From an optimization exercise on the open Yosys and OpenROAD flow, aimed at small area, a short achievable clock period and few clock cycles per item; shortcuts taken in it are not production practice.
RTL that was checked went through simulation tests only; none was proved equivalent to the original.

pine:
==> flow/design.v <==
module absdiff (
	input  wire [30:0] x,
	input  wire [30:0] y,
	output wire [30:0] d,
	output wire        xgty,
	output wire        xeqy
);
localparam N = 31;
localparam L = 5;
wire [N-1:0] p0 = ~(x ^ y);
wire [N-1:0] g0 = x & ~y;
reg [N-1:0] G;
reg [N-1:0] P;
reg [N-1:0] c;
integer l, i;
always @* begin
	G = g0;
	P = p0;
	for (l = 0; l < L; l = l + 1)
		for (i = 0; i < N; i = i + 1)
			if ((i >> l) & 1) begin
				G[i] = G[i] | (P[i] & G[((i >> l) << l) - 1]);
				P[i] = P[i] & P[((i >> l) << l) - 1];
			end
	c[0] = G[N-1];
	for (i = 1; i < N; i = i + 1)
		c[i] = G[i-1] | (P[i-1] & G[N-1]);
end
wire gall = G[N-1];
assign d    = p0 ^ c ^ {N{~gall}};
assign xgty = gall;
assign xeqy = P[N-1];
endmodule
module top(
		input wire [31:0] opa,
		input wire [31:0] opb,
		input wire start,
		input wire rst,
		input wire clk,
		output reg done,
		output reg [31:0] result
);
reg        busy;
reg        sb;      
reg  [4:0] k;
reg [31:0] a;
reg [31:0] b;
wire        xgty;
wire        xeqy;
wire [30:0] dh;
wire [30:0] xh = a[31:1] & {31{b[0]}};
wire [30:0] yh = b[31:1] & {31{(a[0] | ~b[0]) & ~sb}};
absdiff u_absdiff(.x(xh), .y(yh), .d(dh), .xgty(xgty), .xeqy(xeqy));
wire za  = (a == 32'd0);
wire eqt = xeqy & a[0] & b[0];
wire fin = za | eqt;
wire kz  = (k == 5'd0);
always @* begin
	done   = busy & fin & kz;
	result = b;
end
wire accept = start & (~busy | done);
wire [2:0] tz = xh[2:0] ^ yh[2:0];
reg  [30:0] ds;
always @* begin
	if (tz[0])      ds = dh;
	else if (tz[1]) ds = {1'b0, dh[30:1]};
	else if (tz[2]) ds = {2'b0, dh[30:2]};
	else            ds = {3'b0, dh[30:3]};
end
reg  [4:0] kin;
wire [31:0] oab = opa | opb;
integer i;
always @* begin
	kin = 5'd0;
	for (i = 31; i >= 0; i = i - 1)
		if (oab[i]) kin = i[4:0];
	if (opa == 32'd0 || opb == 32'd0) kin = 5'd0;
end
always @(posedge clk or negedge rst) begin
	if (~rst) begin
		busy <= 1'b0;
	end else begin
		busy <= start | (busy & ~done);
	end
end
always @(posedge clk) begin
	sb <= fin & ~accept;
	if (accept) begin
		a <= opa;
		b <= opb;
		k <= kin;
	end else begin
		a <= {1'b0, ds};
		if (fin) begin
			b <= {b[30:0], 1'b0};
			k <= k - 5'd1;
		end else if (~xgty)
			b <= a;
	end
end
endmodule
Settings: LEC_CHECK=0, CAP_MARGIN=20, CORE_MARGIN=2, CORE_UTILIZATION=40, SETUP_SLACK_MARGIN=2, SLEW_MARGIN=20; clock period 7.0 ns.
run.sh (not shown) runs the stock make flow with config.mk's settings and CLKGATE_MAP_FILE= SYNTH_SCRIPT=/design/flow/synth_recipe.tcl, a recipe that flattens the netlist after the stock synthesis.
pine completed end to end with timing, DRC and antenna clean.
Testbench counts of pine, summed over its fixed seeds: cycles 52,913, items 2,400.
What maple does differently from pine at the input level:
--- a/flow/design.v
+++ b/flow/design.v
@@ -42,5 +42,5 @@
 );
 reg        busy;
-reg        sb;      
+reg        gy;      
 reg  [4:0] k;
 reg [31:0] a;
@@ -50,5 +50,5 @@
 wire [30:0] dh;
 wire [30:0] xh = a[31:1] & {31{b[0]}};
-wire [30:0] yh = b[31:1] & {31{(a[0] | ~b[0]) & ~sb}};
+wire [30:0] yh = b[31:1] & {31{gy}};
 absdiff u_absdiff(.x(xh), .y(yh), .d(dh), .xgty(xgty), .xeqy(xeqy));
 wire za  = (a == 32'd0);
@@ -85,6 +85,8 @@
 	end
 end
+wire an0 = accept ? opa[0] : ((|tz) | dh[3]);
+wire bn0 = accept ? opb[0] : (~fin & (xgty ? b[0] : a[0]));
 always @(posedge clk) begin
-	sb <= fin & ~accept;
+	gy <= (an0 | ~bn0) & (accept | ~fin);
 	if (accept) begin
 		a <= opa;
Findings:
maple reports its startpoint-to-endpoint class of the critical path as flip-flop to output port while pine reports flip-flop to flip-flop.
Relative to pine, detailed route wirelength on metal3 has increased by 510 µm in maple.
Compared with pine, maple shows a logic depth of the worst path, buffers included that is 6 lower.
The global routing met3 resource utilization in maple sits 2.2 points above the value recorded for pine.
Max share of final-layout standard cells stronger than drive strength 1 across maple and pine: pine
pine → maple: area after synthesis moved up, cell count moved up, wire length on met2 moved up.
Looking at maple and pine, the setup clock skew after layout is a wash.
Only the layout flow was run in maple; the RTL was not checked for function there.

---

Starts from the design.v that is shown in full above.
export LEC_CHECK = 0
export CAP_MARGIN = 20
export CORE_MARGIN = 2
export CORE_UTILIZATION = 30
export SETUP_SLACK_MARGIN = 2.5
export SLEW_MARGIN = 20
create_clock -name core_clock -period 7.0 [get_ports {clk}]
standard.sh (not shown) runs the stock make flow with config.mk's settings and CLKGATE_MAP_FILE= SYNTH_SCRIPT=/design/flow/synth_recipe.tcl, a recipe that flattens the netlist after the stock synthesis.
==> flow/flow/run.sh <==
#!/bin/bash
# Standard layout, with plain buf_1 cells as the port buffers.
set -euo pipefail
export BUFFER_PORTS_ARGS="-buffer_cell sky130_fd_sc_hd__buf_1"
bash standard.sh > standard.log 2>&1
Testbench counts at the start, summed over its fixed seeds: cycles 52,913, items 2,400.
Next try:
--- a/flow/design.v
+++ b/flow/design.v
@@ -41,7 +41,9 @@
 		output reg [31:0] result
 );
 reg        busy;
-reg        sb;      
+reg        zf;      
+reg        zbp;     
+reg        gy;      
 reg  [4:0] k;
 reg [31:0] a;
 reg [31:0] b;
@@ -49,11 +51,10 @@
 wire        xeqy;
 wire [30:0] dh;
 wire [30:0] xh = a[31:1] & {31{b[0]}};
-wire [30:0] yh = b[31:1] & {31{(a[0] | ~b[0]) & ~sb}};
+wire [30:0] yh = b[31:1] & {31{gy}};
 absdiff u_absdiff(.x(xh), .y(yh), .d(dh), .xgty(xgty), .xeqy(xeqy));
-wire za  = (a == 32'd0);
 wire eqt = xeqy & a[0] & b[0];
-wire fin = za | eqt;
+wire fin = zf | eqt;
 wire kz  = (k == 5'd0);
 always @* begin
 	done   = busy & fin & kz;
@@ -68,6 +69,8 @@
 	else if (tz[2]) ds = {2'b0, dh[30:2]};
 	else            ds = {3'b0, dh[30:3]};
 end
+wire opaz = (opa == 32'd0);
+wire opbz = (opb == 32'd0);
 reg  [4:0] kin;
 wire [31:0] oab = opa | opb;
 integer i;
@@ -75,7 +78,7 @@
 	kin = 5'd0;
 	for (i = 31; i >= 0; i = i - 1)
 		if (oab[i]) kin = i[4:0];
-	if (opa == 32'd0 || opb == 32'd0) kin = 5'd0;
+	if (opaz || opbz) kin = 5'd0;
 end
 always @(posedge clk or negedge rst) begin
 	if (~rst) begin
@@ -84,8 +87,13 @@
 		busy <= start | (busy & ~done);
 	end
 end
+wire zfn = accept ? opaz : (fin | zbp);
+wire an0 = accept ? opa[0] : ((|tz) | dh[3]);
+wire bn0 = accept ? opb[0] : (~fin & (xgty ? b[0] : a[0]));
 always @(posedge clk) begin
-	sb <= fin & ~accept;
+	zf  <= zfn;
+	gy  <= (an0 | ~bn0) & ~zfn;
+	zbp <= accept & opbz;
 	if (accept) begin
 		a <= opa;
 		b <= opb;
Critical path depth decreases by 1.
Cell area is higher by 8.3%.
Count of clock-buffer cells in the layout went down by 1.
Flip-flop and latch count grows by 2.
Clock skew stays flat.
The RTL of the second run of this note was laid out without a check of its function.

---

run X:
RTL: the design.v shown in full above, as it stands there.
==> flow/config.mk <==
export PLATFORM = sky130hd
export DESIGN_NAME = top
export DESIGN_NICKNAME = top
export VERILOG_FILES = /design/flow/design.v
export SDC_FILE = /design/flow/constraint.sdc
export NUM_CORES = 4
export LEC_CHECK = 0
export CAP_MARGIN = 20
export CORE_MARGIN = 2
export CORE_UTILIZATION = 40
export SETUP_SLACK_MARGIN = 2
export SLEW_MARGIN = 20
==> flow/constraint.sdc <==
create_clock -name core_clock -period 7.0 [get_ports {clk}]
set_input_delay 1.4000 -clock core_clock [delete_from_list [all_inputs] [get_ports {clk}]]
set_output_delay 1.4000 -clock core_clock [all_outputs]
set_load 0.01 [all_outputs]
Scripts as last shown in full above: flow/flow/run.sh
Testbench counts of run X, summed over its fixed seeds: cycles 52,913, items 2,400.
#### Input delta (run C over run X)
--- a/flow/design.v
+++ b/flow/design.v
@@ -40,17 +40,17 @@
 		output reg done,
 		output reg [31:0] result
 );
 reg        busy;
-reg        sb;      
+reg        gy;      
 reg  [4:0] k;
 reg [31:0] a;
 reg [31:0] b;
 wire        xgty;
 wire        xeqy;
 wire [30:0] dh;
 wire [30:0] xh = a[31:1] & {31{b[0]}};
-wire [30:0] yh = b[31:1] & {31{(a[0] | ~b[0]) & ~sb}};
+wire [30:0] yh = b[31:1] & {31{gy}};
 absdiff u_absdiff(.x(xh), .y(yh), .d(dh), .xgty(xgty), .xeqy(xeqy));
 wire za  = (a == 32'd0);
 wire eqt = xeqy & a[0] & b[0];
 wire fin = za | eqt;
@@ -83,20 +83,20 @@
 	end else begin
 		busy <= start | (busy & ~done);
 	end
 end
+wire        bkeep = ~accept & ~fin & xgty;
+wire        bcopy = ~accept & ~fin & ~xgty;
+wire [31:0] bn = ({32{accept}} & opb) | ({32{~accept & fin}} & {b[30:0], 1'b0})
+               | ({32{bkeep}} & b) | ({32{bcopy}} & a);
+wire an0 = accept ? opa[0] : ((|tz) | dh[3]);
+wire bn0 = accept ? opb[0] : (~fin & (xgty ? b[0] : a[0]));
 always @(posedge clk) begin
-	sb <= fin & ~accept;
-	if (accept) begin
-		a <= opa;
-		b <= opb;
+	gy <= (an0 | ~bn0) & (accept | ~fin);
+	a <= accept ? opa : {1'b0, ds};
+	b <= bn;
+	if (accept)
 		k <= kin;
-	end else begin
-		a <= {1'b0, ds};
-		if (fin) begin
-			b <= {b[30:0], 1'b0};
-			k <= k - 5'd1;
-		end else if (~xgty)
-			b <= a;
-	end
+	else if (fin)
+		k <= k - 5'd1;
 end
 endmodule
Findings:
All of run C and run X finish clean.
Looking at synthesized instance count, run C sits 19% higher than run X does.
Taking run X as the reference point, the worst setup slack of run C rises by 0.069 ns.
Run X -> run C: detailed-route wire length per cell increased by a few percent
Compared with run X, run C shows final area higher by 2.1%.
Comparing run C and run X, the lower post-synthesis share of cell area spent on and, or, nand and nor gates was measured on run X.
The final reports for run C and run X show cell count higher in the former.
Run C vs. run X: non-clock buffer count down 4; fraction of the mapped netlist area in adder cells down 0.42 points; worst-case hold slack down 0.054 ns.
Run C vs run X — final net count climbed by more than 10%
No functional check of the RTL was part of run C.

---

Setup of job 103:
Starts from the design.v that is shown in full above.
Settings: LEC_CHECK=0, CAP_MARGIN=20, CORE_MARGIN=2, CORE_UTILIZATION=30, SETUP_SLACK_MARGIN=2.7, SLEW_MARGIN=20; clock period 7.0 ns.
Scripts as last shown in full above: flow/flow/run.sh
Testbench counts of job 103, summed over its fixed seeds: cycles 52,913, items 2,400.
Relative to job 103, the following input files were edited for job 101:
==> flow/design.v <==
module absdiff (
	input  wire [30:0] x,
	input  wire [30:0] y,
	output wire [30:0] d,
	output wire        xgty,
	output wire        xeqy
);
localparam N = 31;
localparam L = 5;
wire [N-1:0] p0 = ~(x ^ y);
wire [N-1:0] g0 = x & ~y;
reg [N-1:0] G;
reg [N-1:0] P;
reg [N-1:0] c;
integer l, i;
always @* begin
	G = g0;
	P = p0;
	for (l = 0; l < L; l = l + 1)
		for (i = 0; i < N; i = i + 1)
			if ((i + 1) % (2 << l) == 0) begin
				G[i] = G[i] | (P[i] & G[i - (1 << l)]);
				P[i] = P[i] & P[i - (1 << l)];
			end
	for (l = L - 2; l >= 0; l = l - 1)
		for (i = 0; i < N; i = i + 1)
			if ((i + 1) % (2 << l) == (1 << l) && i >= (2 << l)) begin
				G[i] = G[i] | (P[i] & G[i - (1 << l)]);
				P[i] = P[i] & P[i - (1 << l)];
			end
	c[0] = G[N-1];
	for (i = 1; i < N; i = i + 1)
		c[i] = G[i-1] | (P[i-1] & G[N-1]);
end
wire gall = G[N-1];
assign d    = p0 ^ c ^ {N{~gall}};
assign xgty = gall;
assign xeqy = P[N-1];
endmodule
module top(
		input wire [31:0] opa,
		input wire [31:0] opb,
		input wire start,
		input wire rst,
		input wire clk,
		output reg done,
		output reg [31:0] result
);
reg        busy;
reg        zf;      
reg        zbp;     
reg        gy;      
reg  [4:0] k;
reg [31:0] a;
reg [31:0] b;
wire        xgty;
wire        xeqy;
wire [30:0] dh;
wire [30:0] xh = a[31:1] & {31{b[0]}};
wire [30:0] yh = b[31:1] & {31{gy}};
absdiff u_absdiff(.x(xh), .y(yh), .d(dh), .xgty(xgty), .xeqy(xeqy));
wire eqt = xeqy & a[0] & b[0];
wire b1  = (b == 32'd1);    
wire fin = zf | eqt | b1;
wire kz  = (k == 5'd0);
always @* begin
	done   = busy & fin & kz;
	result = b;
end
wire accept = start & (~busy | done);
wire [2:0] tz = xh[2:0] ^ yh[2:0];
reg  [30:0] ds;
always @* begin
	if (tz[0])      ds = dh;
	else if (tz[1]) ds = {1'b0, dh[30:1]};
	else if (tz[2]) ds = {2'b0, dh[30:2]};
	else            ds = {3'b0, dh[30:3]};
end
wire opaz = (opa == 32'd0);
wire opbz = (opb == 32'd0);
reg  [4:0] kin;
wire [31:0] oab = opa | opb;
integer i;
always @* begin
	kin = 5'd0;
	for (i = 31; i >= 0; i = i - 1)
		if (oab[i]) kin = i[4:0];
	if (opaz || opbz) kin = 5'd0;
end
always @(posedge clk or negedge rst) begin
	if (~rst) begin
		busy <= 1'b0;
	end else begin
		busy <= start | (busy & ~done);
	end
end
wire zfn = accept ? opaz : (fin | zbp);
wire an0 = accept ? opa[0] : ((|tz) | dh[3]);
wire bn0 = accept ? opb[0] : (~fin & (xgty ? b[0] : a[0]));
always @(posedge clk) begin
	zf  <= zfn;
	gy  <= (an0 | ~bn0) & ~zfn;
	zbp <= accept & opbz;
	if (accept) begin
		a <= opa;
		b <= opb;
		k <= kin;
	end else begin
		a <= {1'b0, ds};
		if (fin) begin
			b <= {b[30:0], 1'b0};
			k <= k - 5'd1;
		end else if (~xgty)
			b <= a;
	end
end
endmodule
==> notes.md <==
The maximum frequency from static timing analysis of job 101 is higher than that of job 103.
Job 101 vs. job 103: wire length increased 900 um, count of plain and timing-repair buffers in the layout increased 0.81%, per-cell via count in the routed design increased 3.9%.
Job 101 contains more vias than job 103.
Looking at final area across job 103 and job 101, the one that comes out higher is job 103.
Relative to job 103, multi-input logic portion of the cell area has decreased by 1.1 points in job 101.
Relative to job 103, setup slack increased by 0.052 ns in job 101.
Testbench counts of job 101, summed over its fixed seeds: cycles 51,745, items 2,400.

---

## rev 12
top again, from the RTL that the note above started with.
==> module absdiff, before the edit <==
module absdiff (
	input  wire [30:0] x,
	input  wire [30:0] y,
	output wire [30:0] d,
	output wire        xgty,
	output wire        xeqy
);
localparam N = 31;
localparam L = 5;
wire [N-1:0] p0 = ~(x ^ y);
wire [N-1:0] g0 = x & ~y;
reg [N-1:0] G;
reg [N-1:0] P;
reg [N-1:0] c;
integer l, i;
always @* begin
	G = g0;
	P = p0;
	for (l = 0; l < L; l = l + 1)
		for (i = 0; i < N; i = i + 1)
			if ((i >> l) & 1) begin
				G[i] = G[i] | (P[i] & G[((i >> l) << l) - 1]);
				P[i] = P[i] & P[((i >> l) << l) - 1];
			end
	c[0] = G[N-1];
	for (i = 1; i < N; i = i + 1)
		c[i] = G[i-1] | (P[i-1] & G[N-1]);
end
wire gall = G[N-1];
assign d    = p0 ^ c ^ {N{~gall}};
assign xgty = gall;
assign xeqy = P[N-1];
endmodule
==> module top, before the edit <==
module top(
		input wire [31:0] opa,
		input wire [31:0] opb,
		input wire start,
		input wire rst,
		input wire clk,
		output reg done,
		output reg [31:0] result
);
reg        busy;
reg        sb;      
reg  [4:0] k;
reg [31:0] a;
reg [31:0] b;
wire        xgty;
wire        xeqy;
wire [30:0] dh;
wire [30:0] xh = a[31:1] & {31{b[0]}};
wire [30:0] yh = b[31:1] & {31{(a[0] | ~b[0]) & ~sb}};
absdiff u_absdiff(.x(xh), .y(yh), .d(dh), .xgty(xgty), .xeqy(xeqy));
wire za  = (a == 32'd0);
wire eqt = xeqy & a[0] & b[0];
wire fin = za | eqt;
wire kz  = (k == 5'd0);
always @* begin
	done   = busy & fin & kz;
	result = b;
end
wire accept = start & (~busy | done);
wire [2:0] tz = xh[2:0] ^ yh[2:0];
reg  [30:0] ds;
always @* begin
	if (tz[0])      ds = dh;
	else if (tz[1]) ds = {1'b0, dh[30:1]};
	else if (tz[2]) ds = {2'b0, dh[30:2]};
	else            ds = {3'b0, dh[30:3]};
end
reg  [4:0] kin;
wire [31:0] oab = opa | opb;
integer i;
always @* begin
	kin = 5'd0;
	for (i = 31; i >= 0; i = i - 1)
		if (oab[i]) kin = i[4:0];
	if (opa == 32'd0 || opb == 32'd0) kin = 5'd0;
end
always @(posedge clk or negedge rst) begin
	if (~rst) begin
		busy <= 1'b0;
	end else begin
		busy <= start | (busy & ~done);
	end
end
always @(posedge clk) begin
	sb <= fin & ~accept;
	if (accept) begin
		a <= opa;
		b <= opb;
		k <= kin;
	end else begin
		a <= {1'b0, ds};
		if (fin) begin
			b <= {b[30:0], 1'b0};
			k <= k - 5'd1;
		end else if (~xgty)
			b <= a;
	end
end
endmodule
Settings: LEC_CHECK=0, CAP_MARGIN=20, CORE_MARGIN=2, CORE_UTILIZATION=40, SETUP_SLACK_MARGIN=2.6, SLEW_MARGIN=20; clock period 7.0 ns.
Scripts as last shown in full above: flow/flow/run.sh
Testbench counts of rev 12, summed over its fixed seeds: cycles 52,913, items 2,400.
Edits applied to the flow inputs when going from rev 12 to rev 13:
diff --git a/flow/design.v b/flow/design.v
--- a/flow/design.v
+++ b/flow/design.v
@@ -18,9 +18,15 @@
 	P = p0;
 	for (l = 0; l < L; l = l + 1)
 		for (i = 0; i < N; i = i + 1)
-			if ((i >> l) & 1) begin
-				G[i] = G[i] | (P[i] & G[((i >> l) << l) - 1]);
-				P[i] = P[i] & P[((i >> l) << l) - 1];
+			if ((i + 1) % (2 << l) == 0) begin
+				G[i] = G[i] | (P[i] & G[i - (1 << l)]);
+				P[i] = P[i] & P[i - (1 << l)];
+			end
+	for (l = L - 2; l >= 0; l = l - 1)
+		for (i = 0; i < N; i = i + 1)
+			if ((i + 1) % (2 << l) == (1 << l) && i >= (2 << l)) begin
+				G[i] = G[i] | (P[i] & G[i - (1 << l)]);
+				P[i] = P[i] & P[i - (1 << l)];
 			end
 	c[0] = G[N-1];
 	for (i = 1; i < N; i = i + 1)
@@ -41,7 +47,9 @@
 		output reg [31:0] result
 );
 reg        busy;
-reg        sb;      
+reg        zf;      
+reg        zbp;     
+reg        gy;      
 reg  [4:0] k;
 reg [31:0] a;
 reg [31:0] b;
@@ -49,11 +57,11 @@
 wire        xeqy;
 wire [30:0] dh;
 wire [30:0] xh = a[31:1] & {31{b[0]}};
-wire [30:0] yh = b[31:1] & {31{(a[0] | ~b[0]) & ~sb}};
+wire [30:0] yh = b[31:1] & {31{gy}};
 absdiff u_absdiff(.x(xh), .y(yh), .d(dh), .xgty(xgty), .xeqy(xeqy));
-wire za  = (a == 32'd0);
 wire eqt = xeqy & a[0] & b[0];
-wire fin = za | eqt;
+wire b1  = (b == 32'd1);    
+wire fin = zf | eqt | b1;
 wire kz  = (k == 5'd0);
 always @* begin
 	done   = busy & fin & kz;
@@ -68,6 +76,8 @@
 	else if (tz[2]) ds = {2'b0, dh[30:2]};
 	else            ds = {3'b0, dh[30:3]};
 end
+wire opaz = (opa == 32'd0);
+wire opbz = (opb == 32'd0);
 reg  [4:0] kin;
 wire [31:0] oab = opa | opb;
 integer i;
@@ -75,7 +85,7 @@
 	kin = 5'd0;
 	for (i = 31; i >= 0; i = i - 1)
 		if (oab[i]) kin = i[4:0];
-	if (opa == 32'd0 || opb == 32'd0) kin = 5'd0;
+	if (opaz || opbz) kin = 5'd0;
 end
 always @(posedge clk or negedge rst) begin
 	if (~rst) begin
@@ -84,8 +94,13 @@
 		busy <= start | (busy & ~done);
 	end
 end
+wire zfn = accept ? opaz : (fin | zbp);
+wire an0 = accept ? opa[0] : ((|tz) | dh[3]);
+wire bn0 = accept ? opb[0] : (~fin & (xgty ? b[0] : a[0]));
 always @(posedge clk) begin
-	sb <= fin & ~accept;
+	zf  <= zfn;
+	gy  <= (an0 | ~bn0) & ~zfn;
+	zbp <= accept & opbz;
 	if (accept) begin
 		a <= opa;
 		b <= opb;
Results
- Reported for rev 13 and rev 12, count of final setup violators turned out identical to the last digit.
- Min utilization across rev 13 and rev 12: rev 13
- Rev 13 vs. rev 12: total half-perimeter wirelength after legalization and detailed placement increased by 390 um relative to the old numbers.
Testbench counts of rev 13, summed over its fixed seeds: cycles 51,745, items 2,400.

[static timing again, ports no longer ideal]
The results above use ideal ports. As a check the final layouts listed here were re-extracted and re-timed, cells and wires unchanged.
Step 1, drivers: a clkbuf_16 drives clk and a buf_2 each remaining input, both assumed.
Step 2 moves the port delays by t, midway between the first and last clock arrival at a register: inputs arrive t later, outputs are due t later. That takes back most of the time a late clock gives input paths.
Three values: ideal ports, drivers, drivers and shift; two values: the first two.
run	shift t [ns]	setup WS [ns]	worst hold slack (ns)	latest minus earliest clock arrival (ns)	worst data-port slew with drivers (ns)
pine	0.365	2.395 / 2.395 / 2.395	0.625 / 0.625 / 0.625	0.014 / 0.014	0.05
maple	0.368	2.140 / 2.099 / 2.432	0.563 / 0.563 / 0.563	0.014 / 0.014	0.04
the first run of note 2	0.367	2.634 / 2.596 / 2.769	0.612 / 0.612 / 0.612	0.010 / 0.010	0.04
the second run of note 2	0.366	2.579 / 2.543 / 2.673	0.485 / 0.485 / 0.485	0.010 / 0.009	0.04
run X	0.373	2.185 / 2.148 / 2.383	0.603 / 0.603 / 0.603	0.011 / 0.011	0.04
run C	0.370	2.254 / 2.218 / 2.405	0.549 / 0.549 / 0.549	0.007 / 0.007	0.04
job 103	0.374	2.722 / 2.684 / 2.859	0.600 / 0.600 / 0.600	0.006 / 0.005	0.05
job 101	0.371	2.773 / 2.734 / 2.898	0.609 / 0.609 / 0.609	0.005 / 0.005	0.04
rev 12	0.368	2.568 / 2.533 / 2.719	0.605 / 0.605 / 0.605	0.007 / 0.007	0.04
rev 13	0.383	2.724 / 2.680 / 2.865	0.572 / 0.572 / 0.572	0.009 / 0.008	0.04
After both steps every run listed still meets setup and hold.
